Source: an optimization exercise on an open RTL-to-GDS flow (aim: small area and a short achievable clock period). Production flows keep margins and buffers that such runs may drop.
In this exercise RTL edits were held to simulation tests only and were not proved equivalent to the original.
Power is estimated from default activity; no workload was simulated.

## xenon
// riscv
module riscv(clk, rst, imem_addr, imem_rdata, dmem_addr, dmem_wdata, dmem_we, dmem_rdata);
input clk, rst;
output [31:0] imem_addr;
input  [31:0] imem_rdata;
output [31:0] dmem_addr;
output [31:0] dmem_wdata;
output        dmem_we;
input  [31:0] dmem_rdata;
wire [31:0] inst = imem_rdata;
wire [6:0] op  = inst[6:0];
wire [4:0] rd  = inst[11:7];
wire [2:0] f3  = inst[14:12];
wire [4:0] rs1 = inst[19:15];
wire [4:0] rs2 = inst[24:20];
wire [6:0] f7  = inst[31:25];
wire is_r    = (op == 7'b0110011);
wire is_i    = (op == 7'b0010011);
wire is_lui  = (op == 7'b0110111);
wire is_jal  = (op == 7'b1101111);
wire is_jalr = (op == 7'b1100111);
wire is_ld   = (op == 7'b0000011);
wire is_st   = (op == 7'b0100011);
reg  [31:0] pc;
wire [1023:0] xs;                
assign xs[31:0] = 32'b0;
wire [31:0] sel1, sel2;          
wire [31:0] sel1h, sel2h;        
dec5 dec_rs1 (.a(rs1), .y(sel1), .yb(sel1h));
dec5 dec_rs2 (.a(rs2), .y(sel2), .yb(sel2h));
wire [31:0] a;                   
wire [31:0] ak0, ak1;            
wire [31:0] bn;                  
wire [31:0] b = ~bn;
genvar g, h;
generate
    for (h = 0; h < 32; h = h + 1) begin : rd_bit
        wire [30:0] col;
        for (g = 1; g < 32; g = g + 1) begin : c
            assign col[g-1] = xs[32*g + h];
        end
  ...
Size in the first run: roughly 4700 cells after synthesis, roughly 160 I/O pins, about 47000 sq um of cells after synthesis.
export LEC_CHECK = 0
export CAP_MARGIN = 20
export CELL_PAD_IN_SITES_DETAIL_PLACEMENT = 1
export CORE_MARGIN = 2
export CORE_UTILIZATION = 55
export CTS_BUF_LIST = sky130_fd_sc_hd__clkbuf_8
export CTS_CLUSTER_DIAMETER = 45
export CTS_CLUSTER_SIZE = 14
export PLACE_DENSITY = 0.65
export SLEW_MARGIN = 20
export SYNTH_HIERARCHICAL = 1
export SYNTH_MINIMUM_KEEP_SIZE = 0
create_clock -name core_clock -period 30.0 [get_ports {clk}]
standard.sh (not shown) runs the stock make flow with config.mk's settings and CLKGATE_MAP_FILE= SYNTH_SCRIPT=/design/flow/synth_recipe.tcl, a recipe that flattens the netlist after the stock synthesis.
==> flow/flow/run.sh <==
#!/bin/bash
# Layout flow: the standard ORFS flow (standard.sh, unchanged synthesis),
# run with these differences:
#  - before floorplanning (flow/downsize.tcl), every logic cell is set to its
#    smallest drive strength, so only timing repair sizes cells up, and the
#    register read decoders start at drive 2 / 4;
#  - input/output ports are buffered with buf_1 cells (repair may size them);
#  - clock tree synthesis runs with the same clustering as config.mk sets,
#    without dummy loads.
# The SDC and clock period are the design's. The make run writes its full
# output to standard.log here; ORFS's per-step logs are under orfs/logs.
set -euo pipefail
export PRE_FLOORPLAN_TCL="$(pwd)/flow/downsize.tcl"
export BUFFER_PORTS_ARGS="-buffer_cell sky130_fd_sc_hd__buf_1"
export SETUP_SLACK_MARGIN=14.5
export GRT_SETUP_SLACK_MARGIN=14.5
export PRE_GLOBAL_ROUTE_TCL="$(pwd)/flow/grt_margin.tcl"
export CTS_ARGS="-sink_clustering_enable -repair_clock_nets -sink_clustering_size 14 -sink_clustering_max_diameter 45 -buf_list sky130_fd_sc_hd__clkbuf_8 -dont_use_dummy_load"
bash standard.sh > standard.log 2>&1
==> flow/flow/downsize.tcl <==
# Start the layout from the smallest drive strength of every logic cell:
# each combinational cell is replaced by the member of its family (same
# function and pins, another _N suffix) with the least area. Timing repair
# later sizes up the cells on paths that need it. Flip-flops are left alone.
set db [ord::get_db]
set dont_use {}
if { [info exists ::env(DONT_USE_CELLS)] } { set dont_use $::env(DONT_USE_CELLS) }
set swapped 0
foreach inst [[ord::get_db_block] getInsts] {
  set master [$inst getMaster]
  set name [$master getName]
  if { ![regexp {^(sky130_fd_sc_hd__[a-z0-9]+)_([0-9]+)$} $name -> base size] } { continue }
  if { [regexp {__(s?e?df|dl|conb|tap|fill|decap|diode)} $base] } { continue }
  set best $master
  set best_area [expr { [$master getWidth] * [$master getHeight] }]
  foreach s {0 1 2 4} {
    set cand [$db findMaster ${base}_$s]
    if { $cand eq "NULL" || [lsearch -exact $dont_use ${base}_$s] >= 0 } { continue }
    set a [expr { [$cand getWidth] * [$cand getHeight] }]
    if { $a < $best_area } { set best $cand; set best_area $a }
  }
  if { $best ne $master } {
    $inst swapMaster $best
    incr swapped
  }
}
puts "downsize: $swapped cells swapped to a smaller size"

# The register read decoders (dec_rs1, dec_rs2) start larger: their outputs
# drive one gate in each of 16 bit slices of a read port.
proc size_driver { pattern size } {
  set db [ord::get_db]
  set n 0
  foreach net [[ord::get_db_block] getNets] {
    if { ![string match $pattern [$net getName]] } { continue }
    foreach it [$net getITerms] {
      if { ![$it isOutputSignal] } { continue }
      set inst [$it getInst]
      set name [[$inst getMaster] getName]
      if { [regexp {^(sky130_fd_sc_hd__[a-z0-9]+)_([0-9]+)$} $name -> base s] } {
        set cand [$db findMaster ${base}_$size]
        if { $cand ne "NULL" } { $inst swapMaster $cand; incr n }
      }
    }
  }
  return $n
}
set sized 0
foreach d {dec_rs1 dec_rs2} {
  incr sized [size_driver "$d.an*" 2]
  incr sized [size_driver "$d.lo*" 2]
  incr sized [size_driver "$d.hi*" 2]
  incr sized [size_driver "$d.o*" 2]
}
# The rs2 read port's last stage (nor3, net bn) drives the store data output
# and the general adder: drive 2, not 1, so its load stays in the library's
# max-capacitance limit.
incr sized [size_driver "bn*" 2]
puts "downsize: $sized read-decoder and read-port cells sized up"
==> flow/flow/grt_margin.tcl <==
# Global-route stage: repair only setup slack below GRT_SETUP_SLACK_MARGIN,
# not the full margin used before, so the more pessimistic global-route
# parasitics do not trigger another round of sizing.
if { [info exists ::env(GRT_SETUP_SLACK_MARGIN)] } {
  set ::env(SETUP_SLACK_MARGIN) $::env(GRT_SETUP_SLACK_MARGIN)
}
In summary, xenon completed successfully, with a layout that passed the timing, DRC and antenna checks.
--- input diff xenon..onyx ---
diff --git a/flow/flow/run.sh b/flow/flow/run.sh
--- a/flow/flow/run.sh
+++ b/flow/flow/run.sh
@@ -5,4 +5,5 @@
 #    smallest drive strength, so only timing repair sizes cells up, and the
-#    register read decoders start at drive 2 / 4;
-#  - input/output ports are buffered with buf_1 cells (repair may size them);
+#    register read decoders start at drive 2 / 4 and the rs2 read port last
+#    two stages at drive 2;
+#  - input/output ports are buffered with buf_2 cells (repair may size them);
 #  - clock tree synthesis runs with the same clustering as config.mk sets,
@@ -13,5 +14,5 @@
 export PRE_FLOORPLAN_TCL="$(pwd)/flow/downsize.tcl"
-export BUFFER_PORTS_ARGS="-buffer_cell sky130_fd_sc_hd__buf_1"
+export BUFFER_PORTS_ARGS="-buffer_cell sky130_fd_sc_hd__buf_2"
 export SETUP_SLACK_MARGIN=14.5
-export GRT_SETUP_SLACK_MARGIN=14.5
+export GRT_SETUP_SLACK_MARGIN=13
 export PRE_GLOBAL_ROUTE_TCL="$(pwd)/flow/grt_margin.tcl"
diff --git a/flow/flow/downsize.tcl b/flow/flow/downsize.tcl
--- a/flow/flow/downsize.tcl
+++ b/flow/flow/downsize.tcl
@@ -52,3 +52,3 @@
   incr sized [size_driver "$d.hi*" 2]
-  incr sized [size_driver "$d.o*" 2]
+  incr sized [size_driver "$d.o*" 4]
 }
@@ -58,2 +58,4 @@
 incr sized [size_driver "bn*" 2]
+# ... and the stage before it (nand4/nand3, nets m) as well.
+incr sized [size_driver "rd_bit*rb.m*" 2]
 puts "downsize: $sized read-decoder and read-port cells sized up"
==> comparison <==
- onyx closes out successfully: all stages finished, all timing, DRC and antenna checks passed.
- The endpoint of the worst setup timing path comes out dmem_addr[21] in one run and dmem_addr[20] in the other, namely in xenon and onyx respectively.
- Compared with xenon, onyx shows a maximum number of pins on one net before global-route repair that is 7 lower.
- Cmp onyx vs xenon: standard-cell row count higher in onyx
- Of xenon and onyx, the run reporting the higher detailed placement HPWL was onyx.
- Clock power (onyx over xenon): decrease, about 3.4%
- Diff xenon -> onyx: number of pins exceeding their max-slew limit in the final report about even; design area fell about 1%; count of clock-buffer cells in the layout fell about 2.5%.
Setup changes, onyx to lagoon
diff --git a/flow/flow/run.sh b/flow/flow/run.sh
--- a/flow/flow/run.sh
+++ b/flow/flow/run.sh
@@ -6,3 +6,3 @@
 #    register read decoders start at drive 2 / 4 and the rs2 read port last
-#    two stages at drive 2;
+#    stage at drive 2;
 #  - input/output ports are buffered with buf_2 cells (repair may size them);
diff --git a/flow/flow/downsize.tcl b/flow/flow/downsize.tcl
--- a/flow/flow/downsize.tcl
+++ b/flow/flow/downsize.tcl
@@ -58,4 +58,2 @@
 incr sized [size_driver "bn*" 2]
-# ... and the stage before it (nand4/nand3, nets m) as well.
-incr sized [size_driver "rd_bit*rb.m*" 2]
 puts "downsize: $sized read-decoder and read-port cells sized up"
Results
lagoon: source-to-sink clock delay at the later pin of the worst-skew pair 0.02 ns above onyx. NOTE: buffers inserted during post-CTS setup optimization in lagoon exceeds that of onyx. lagoon against onyx: final standard cell utilization of the core now sits higher, number of buffer and inverter stages on the critical path now sits higher, routed wire length now sits higher, fraction of final layout cells sized beyond drive strength 1 now sits lower, met1 layer usage reported by global route now sits lower. Number of clock-tree buffers in the layout (lagoon / onyx): 1.12. Between onyx and lagoon, the sequential share of layout area does not differ in any meaningful way. [compare] base=onyx new=lagoon: total design power shows an increase of about 3%, smallest setup slack after layout shows a reduction of 0.13 ns.

what the ideal ports hide:
The flow's constraints put no driver on any port. The routed layouts listed below were extracted and timed again, unchanged, in two steps.
Step 1, drivers: a clkbuf_16 drives clk and a buf_2 each remaining input, both assumed.
Step 2 also shifts input and output timing later by t, the mid clock arrival at the registers, as if the neighbouring blocks saw the same clock.
Three values: ideal ports, drivers, drivers and shift; two values: the first two.
run	t, ns	setup slack, ns	worst register clock-pin slew, ns	cell pins on the clock port's net
xenon	0.894	14.032 / 13.981 / 13.981	0.09 / 0.09	1
onyx	0.856	14.231 / 14.207 / 14.207	0.09 / 0.09	1
lagoon	0.896	14.105 / 14.075 / 14.075	0.10 / 0.10	1
After both steps setup and hold are still met in every run listed. For xenon, which loses most, drivers alone change the setup slack by -0.051 ns; drivers and shift together by -0.051 ns.
